Background: an optimization exercise with open tools, aiming at small area and a short achievable clock period. Do not read the settings as production practice. Function was checked by simulation only, so behaviour that the tests miss may differ from the original. No activity file was given, so power comes from the tool's default toggle rates.

==> flow/design.v <==
module ic_ao3n (
    input  logic a1, b1, a2, b2, a3, b3,
    output logic y
);
    assign y = ~((a1 & b1) | (a2 & b2) | (a3 & b3));
endmodule
module ic_oh32 (
    input  logic [31:0] s,
    input  logic [31:0] d,
    output logic        q
);
    logic [10:0] y;
    for (genvar k = 0; k < 10; k++) begin : g_ao
        ic_ao3n u_ao (.a1(s[3*k]),   .b1(d[3*k]),
                      .a2(s[3*k+1]), .b2(d[3*k+1]),
                      .a3(s[3*k+2]), .b3(d[3*k+2]), .y(y[k]));
    end
    assign y[10] = ~((s[30] & d[30]) | (s[31] & d[31]));
    assign q = ~&y;
endmodule
module ic_ohmux #(parameter int W = 5) (
    input  logic [31:0]     sel,
    input  logic [32*W-1:0] d,
    output logic [W-1:0]    q
);
    for (genvar b = 0; b < W; b++) begin : g_bit
        logic [31:0] col;
        for (genvar i = 0; i < 32; i++) begin : g_col
            assign col[i] = d[W*i + b];
        end
        ic_oh32 u_oh (.s(sel), .d(col), .q(q[b]));
    end
endmodule
module ic_elim_p (
    input  logic [31:0] c,
    input  logic [31:0] p,
    input  logic [31:0] v,
    output logic [31:0] c_out_n
);
    wire [31:0] z   = c & ~(p & v);
    wire        any = |z;
    assign c_out_n = ~(z | (c & {32{~any}}));
endmodule
module ic_elim_n (
    input  logic [31:0] c_n,
    input  logic [31:0] p,
    input  logic [31:0] v,
    output logic [31:0] c_out
);
    wire [31:0] z_n = c_n | (p & v);
    wire        any = ~&z_n;
    assign c_out = ~(z_n & (c_n | {32{any}}));
endmodule
module ic_first_stage (
    input  logic c_n,
    input  logic seen_in,
    output logic first,
    output logic seen_out
);
    assign first    = ~(c_n | seen_in);
    assign seen_out = seen_in | ~c_n;
endmodule
module ic_first (
    input  logic [31:0] c_n,
    output logic [31:0] first
);
    logic [32:0] seen;
    assign seen[0] = 1'b0;
    assign first[0] = ~c_n[0];
    assign seen[1]  = ~c_n[0];
    for (genvar i = 1; i < 32; i++) begin : g_st
        ic_first_stage u_st (.c_n(c_n[i]), .seen_in(seen[i]),
                             .first(first[i]), .seen_out(seen[i+1]));
    end
endmodule
module interrupt_controller (
    input  logic         PCLK,
    input  logic         rstn,
    input  logic         PSEL,
    input  logic         PENABLE,
    input  logic         PWRITE,
    input  logic [4:0]   PADDR,
    input  logic [31:0]  PWDATA,
    output logic [31:0]  PRDATA,
    output logic         PREADY,
    output logic         PSLVERR,
    input  logic [31:0]  IRQ,
    input  logic [4:0]   index,
    output logic [3:0]   INT,
    output logic [4:0]   IRQ_VECTOR
);
logic [31:0] irq_enable;
logic [31:0] irq_disable;
logic [31:0] irq_status;
logic [31:0] irq_type;         
logic        type_valid;       
logic [31:0] irq_ack;
logic [31:0] irq_f;
logic [7:0]  grp_valid;        
logic [31:0] tbl_valid;
logic [4:0]  irq_priority     [31:0];
logic [3:0]  irq_map          [31:0];
logic [4:0]  irq_vector_table [31:0];
wire acc = PSEL & PENABLE;
wire wr  = acc & PWRITE;
wire rd  = acc & ~PWRITE;
wire wr_status = wr & (PADDR == 5'h00);
wire wr_enable = wr & (PADDR == 5'h04);
wire wr_disable= wr & (PADDR == 5'h08);
wire wr_prio   = wr & (PADDR == 5'h0C);
wire wr_ack    = wr & (PADDR == 5'h10);
wire wr_type   = wr & (PADDR == 5'h14);
wire wr_vec    = wr & (PADDR == 5'h18);
wire wr_map    = wr & (PADDR == 5'h1C);
wire wr_tbl    = wr_prio | wr_vec | wr_map;
logic [31:0] idx_oh;
always_comb
    for (int i = 0; i < 32; i++)
        idx_oh[i] = (index == i[4:0]);
always_ff @(posedge PCLK)
    irq_f <= IRQ;
always_ff @(posedge PCLK or negedge rstn)
    if (!rstn)
        irq_status <= 32'b0;
    else if (wr_status)
        irq_status <= irq_status | PWDATA;
    else
        irq_status <= (irq_status | (irq_f & ~irq_disable & irq_enable)) & ~(~(irq_type & {32{type_valid}}) & irq_ack);
always_ff @(posedge PCLK or negedge rstn)
    if (!rstn) begin
        irq_enable  <= 32'b0;
        irq_disable <= 32'b0;
        irq_ack     <= 32'b0;
    end else begin
        if (wr_enable)  irq_enable  <= irq_enable  | PWDATA;
        if (wr_disable) irq_disable <= irq_disable | PWDATA;
        if (wr_ack)     irq_ack     <= irq_ack     | PWDATA;
    end
always_ff @(posedge PCLK or negedge rstn)
    if (!rstn)        type_valid <= 1'b0;
    else if (wr_type) type_valid <= 1'b1;
always_ff @(posedge PCLK)
    if (wr_type) irq_type <= PWDATA;
wire [7:0] grp_hit   = {8{wr_tbl}} & (8'b1 << index[4:2]);
wire [7:0] grp_first = grp_hit & ~grp_valid;
always_ff @(posedge PCLK or negedge rstn)
    if (!rstn) grp_valid <= 8'b0;
    else       grp_valid <= grp_valid | grp_hit;
always_comb
    for (int i = 0; i < 32; i++)
        tbl_valid[i] = grp_valid[i/4];
logic [4:0] d_prio [0:3];
logic [4:0] d_vec  [0:3];
logic [3:0] d_map  [0:3];
always_comb
    for (int k = 0; k < 4; k++) begin
        d_prio[k] = PWDATA[4:0] & {5{wr_prio & (index[1:0] == k[1:0])}};
        d_vec[k]  = PWDATA[4:0] & {5{wr_vec  & (index[1:0] == k[1:0])}};
        d_map[k]  = PWDATA[3:0] & {4{wr_map  & (index[1:0] == k[1:0])}};
    end
always_ff @(posedge PCLK)
    for (int i = 0; i < 32; i++) begin
        if ((idx_oh[i] & wr_prio) | grp_first[i/4]) irq_priority[i]     <= d_prio[i%4];
        if ((idx_oh[i] & wr_map)  | grp_first[i/4]) irq_map[i]          <= d_map[i%4];
        if ((idx_oh[i] & wr_vec)  | grp_first[i/4]) irq_vector_table[i] <= d_vec[i%4];
    end
logic [159:0] prio_flat, vec_flat;
logic [127:0] map_flat;
logic [31:0]  prio_bit [0:4];
always_comb
    for (int i = 0; i < 32; i++) begin
        prio_flat[5*i +: 5] = irq_priority[i];
        vec_flat[5*i +: 5]  = irq_vector_table[i];
        map_flat[4*i +: 4]  = irq_map[i];
        for (int b = 0; b < 5; b++)
            prio_bit[b][i] = irq_priority[i][b];
    end
wire [31:0] rd_sel = idx_oh & tbl_valid;
logic [4:0] rd_prio, rd_vec;
logic [3:0] rd_map;
ic_ohmux #(.W(5)) u_rd_prio (.sel(rd_sel), .d(prio_flat), .q(rd_prio));
ic_ohmux #(.W(5)) u_rd_vec  (.sel(rd_sel), .d(vec_flat),  .q(rd_vec));
ic_ohmux #(.W(4)) u_rd_map  (.sel(rd_sel), .d(map_flat),  .q(rd_map));
logic [8:0] rd_word;
always_comb begin
    rd_word[0] = rd & (PADDR == 5'h00);
    rd_word[1] = rd & (PADDR == 5'h04);
    rd_word[2] = rd & (PADDR == 5'h08);
    rd_word[3] = rd & (PADDR == 5'h0C);
    rd_word[4] = rd & (PADDR == 5'h10);
    rd_word[5] = rd & (PADDR == 5'h14);
    rd_word[6] = rd & (PADDR == 5'h18);
    rd_word[7] = rd & (PADDR == 5'h1C);
    rd_word[8] = ~rd;
end
wire rd_type = rd_word[5] & type_valid;
logic [31:0] prdata_d;
for (genvar b = 0; b < 32; b++) begin : g_prdata
    logic [2:0] y;
    ic_ao3n u_ao0 (.a1(rd_word[0]), .b1(irq_status[b]),
                   .a2(rd_word[1]), .b2(irq_enable[b]),
                   .a3(rd_word[2]), .b3(irq_disable[b]), .y(y[0]));
    ic_ao3n u_ao1 (.a1(rd_word[4]), .b1(irq_ack[b]),
                   .a2(rd_type),    .b2(irq_type[b]),
                   .a3(rd_word[8]), .b3(PRDATA[b]),      .y(y[1]));
    if (b < 4) begin : g_tbl
        ic_ao3n u_ao2 (.a1(rd_word[3]), .b1(rd_prio[b]),
                       .a2(rd_word[6]), .b2(rd_vec[b]),
                       .a3(rd_word[7]), .b3(rd_map[b]),  .y(y[2]));
    end else if (b == 4) begin : g_tbl4
        assign y[2] = ~((rd_word[3] & rd_prio[b]) | (rd_word[6] & rd_vec[b]));
    end else begin : g_no_tbl
        assign y[2] = 1'b1;
    end
    assign prdata_d[b] = ~&y;
end
always_ff @(posedge PCLK or negedge rstn)
    if (!rstn) PRDATA <= 32'b0;
    else       PRDATA <= prdata_d;
always_ff @(posedge PCLK or negedge rstn)
    if (!rstn)    PREADY <= 1'b0;
    else if (acc) PREADY <= 1'b1;
assign PSLVERR = 1'b0;
logic [31:0] c1_n, c2, c3_n, c4, c5_n;
ic_elim_p u_e4 (.c(irq_status), .p(prio_bit[4]), .v(tbl_valid), .c_out_n(c1_n));
ic_elim_n u_e3 (.c_n(c1_n),     .p(prio_bit[3]), .v(tbl_valid), .c_out(c2));
ic_elim_p u_e2 (.c(c2),         .p(prio_bit[2]), .v(tbl_valid), .c_out_n(c3_n));
ic_elim_n u_e1 (.c_n(c3_n),     .p(prio_bit[1]), .v(tbl_valid), .c_out(c4));
ic_elim_p u_e0 (.c(c4),         .p(prio_bit[0]), .v(tbl_valid), .c_out_n(c5_n));
logic [31:0] first;
ic_first u_first (.c_n(c5_n), .first(first));
wire valid = ~&c5_n[30:0];
wire [31:0] sel_oh = {~valid, first[30:0]};
wire [31:0] vec_pick = sel_oh & tbl_valid;
wire [31:0] map_pick = {first[31] & tbl_valid[31], vec_pick[30:0]};
logic [4:0] vec_sel;
logic [3:0] map_sel;
ic_ohmux #(.W(5)) u_sel_vec (.sel(vec_pick), .d(vec_flat), .q(vec_sel));
ic_ohmux #(.W(4)) u_sel_map (.sel(map_pick), .d(map_flat), .q(map_sel));
always_ff @(posedge PCLK or negedge rstn)
    if (!rstn) INT <= 4'b0000;
    else if (map_sel[3:2] == 2'b00) INT[map_sel[1:0]] <= valid;
always_ff @(posedge PCLK or negedge rstn)
    if (!rstn) IRQ_VECTOR <= 5'b11111;
    else       IRQ_VECTOR <= vec_sel;
endmodule
clock: 100.0 ns
lec_check: 0
cap_margin: 20
core_margin: 2
core_utilization: 35
place_density: 0.5
slew_margin: 20
synth_hierarchical: 1
synth_minimum_keep_size: 0
standard.sh (not shown) runs the stock make flow with config.mk's settings and CLKGATE_MAP_FILE= SYNTH_SCRIPT=/design/flow/synth_recipe.tcl, a recipe that flattens the netlist after the stock synthesis.
==> flow/flow/run.sh <==
#!/bin/bash
# Standard ORFS flow, with smaller port buffers, a clock tree of larger
# sink clusters without dummy loads, and timing repair asked to leave extra
# setup slack so that IO paths get optimised too.
export BUFFER_PORTS_ARGS="-buffer_cell sky130_fd_sc_hd__buf_1"
export SETUP_SLACK_MARGIN=78
export CTS_ARGS="-sink_clustering_enable -repair_clock_nets -dont_use_dummy_load -buf_list {sky130_fd_sc_hd__clkbuf_4} -sink_clustering_size 8 -sink_clustering_max_diameter 50"
bash standard.sh > standard.log 2>&1
The starting point produced a clean layout.
Next try:
--- a/flow/design.v
+++ b/flow/design.v
@@ -141,9 +141,8 @@
     else if (wr_type) type_valid <= 1'b1;
 always_ff @(posedge PCLK)
     if (wr_type) irq_type <= PWDATA;
 wire [7:0] grp_hit   = {8{wr_tbl}} & (8'b1 << index[4:2]);
-wire [7:0] grp_first = grp_hit & ~grp_valid;
 always_ff @(posedge PCLK or negedge rstn)
     if (!rstn) grp_valid <= 8'b0;
     else       grp_valid <= grp_valid | grp_hit;
 always_comb
@@ -159,11 +158,11 @@
         d_map[k]  = PWDATA[3:0] & {4{wr_map  & (index[1:0] == k[1:0])}};
     end
 always_ff @(posedge PCLK)
     for (int i = 0; i < 32; i++) begin
-        if ((idx_oh[i] & wr_prio) | grp_first[i/4]) irq_priority[i]     <= d_prio[i%4];
-        if ((idx_oh[i] & wr_map)  | grp_first[i/4]) irq_map[i]          <= d_map[i%4];
-        if ((idx_oh[i] & wr_vec)  | grp_first[i/4]) irq_vector_table[i] <= d_vec[i%4];
+        if ((idx_oh[i] & wr_prio) | ~grp_valid[i/4]) irq_priority[i]     <= d_prio[i%4];
+        if ((idx_oh[i] & wr_map)  | ~grp_valid[i/4]) irq_map[i]          <= d_map[i%4];
+        if ((idx_oh[i] & wr_vec)  | ~grp_valid[i/4]) irq_vector_table[i] <= d_vec[i%4];
     end
 logic [159:0] prio_flat, vec_flat;
 logic [127:0] map_flat;
 logic [31:0]  prio_bit [0:4];
=> Routed wire length came out lower by 11%. Sequential share of layout area grows by 0.59 points. Cell count falls by 1.1%. Area after synthesis hardly moves. Setup slack gains 0.037 ns. Clock-buffer cell count goes up by 8. Power rises by about 3.5%.

separate check: timing with driven ports:
The results above use ideal ports. As a check the final layouts listed here were re-extracted and re-timed, cells and wires unchanged. Step 1 (the two cells are an assumption about what drives the block):
set clk [get_ports {PCLK}]
set_driving_cell -lib_cell sky130_fd_sc_hd__clkbuf_16 $clk
set_driving_cell -lib_cell sky130_fd_sc_hd__buf_2 [delete_from_list [all_inputs] $clk]
Step 2 also shifts input and output timing later by t, the mid clock arrival at the registers, as if the neighbouring blocks saw the same clock. a / b / c = ideal ports / drivers / drivers and shift; a / b = the first two.
run | t, ns | setup slack, ns | hold WS [ns] | worst slew at a driven data input, ns
the first run | 1.041 | 77.780 / 77.715 / 76.674 | 0.380 / 0.380 / 0.380 | 0.12
the second run | 0.962 | 77.817 / 77.839 / 76.877 | 0.467 / 0.467 / 0.467 | 0.07
After both steps every run listed still meets setup and hold. For the first run, which loses most, drivers alone change the setup slack by -0.065 ns; drivers and shift together by -1.106 ns.
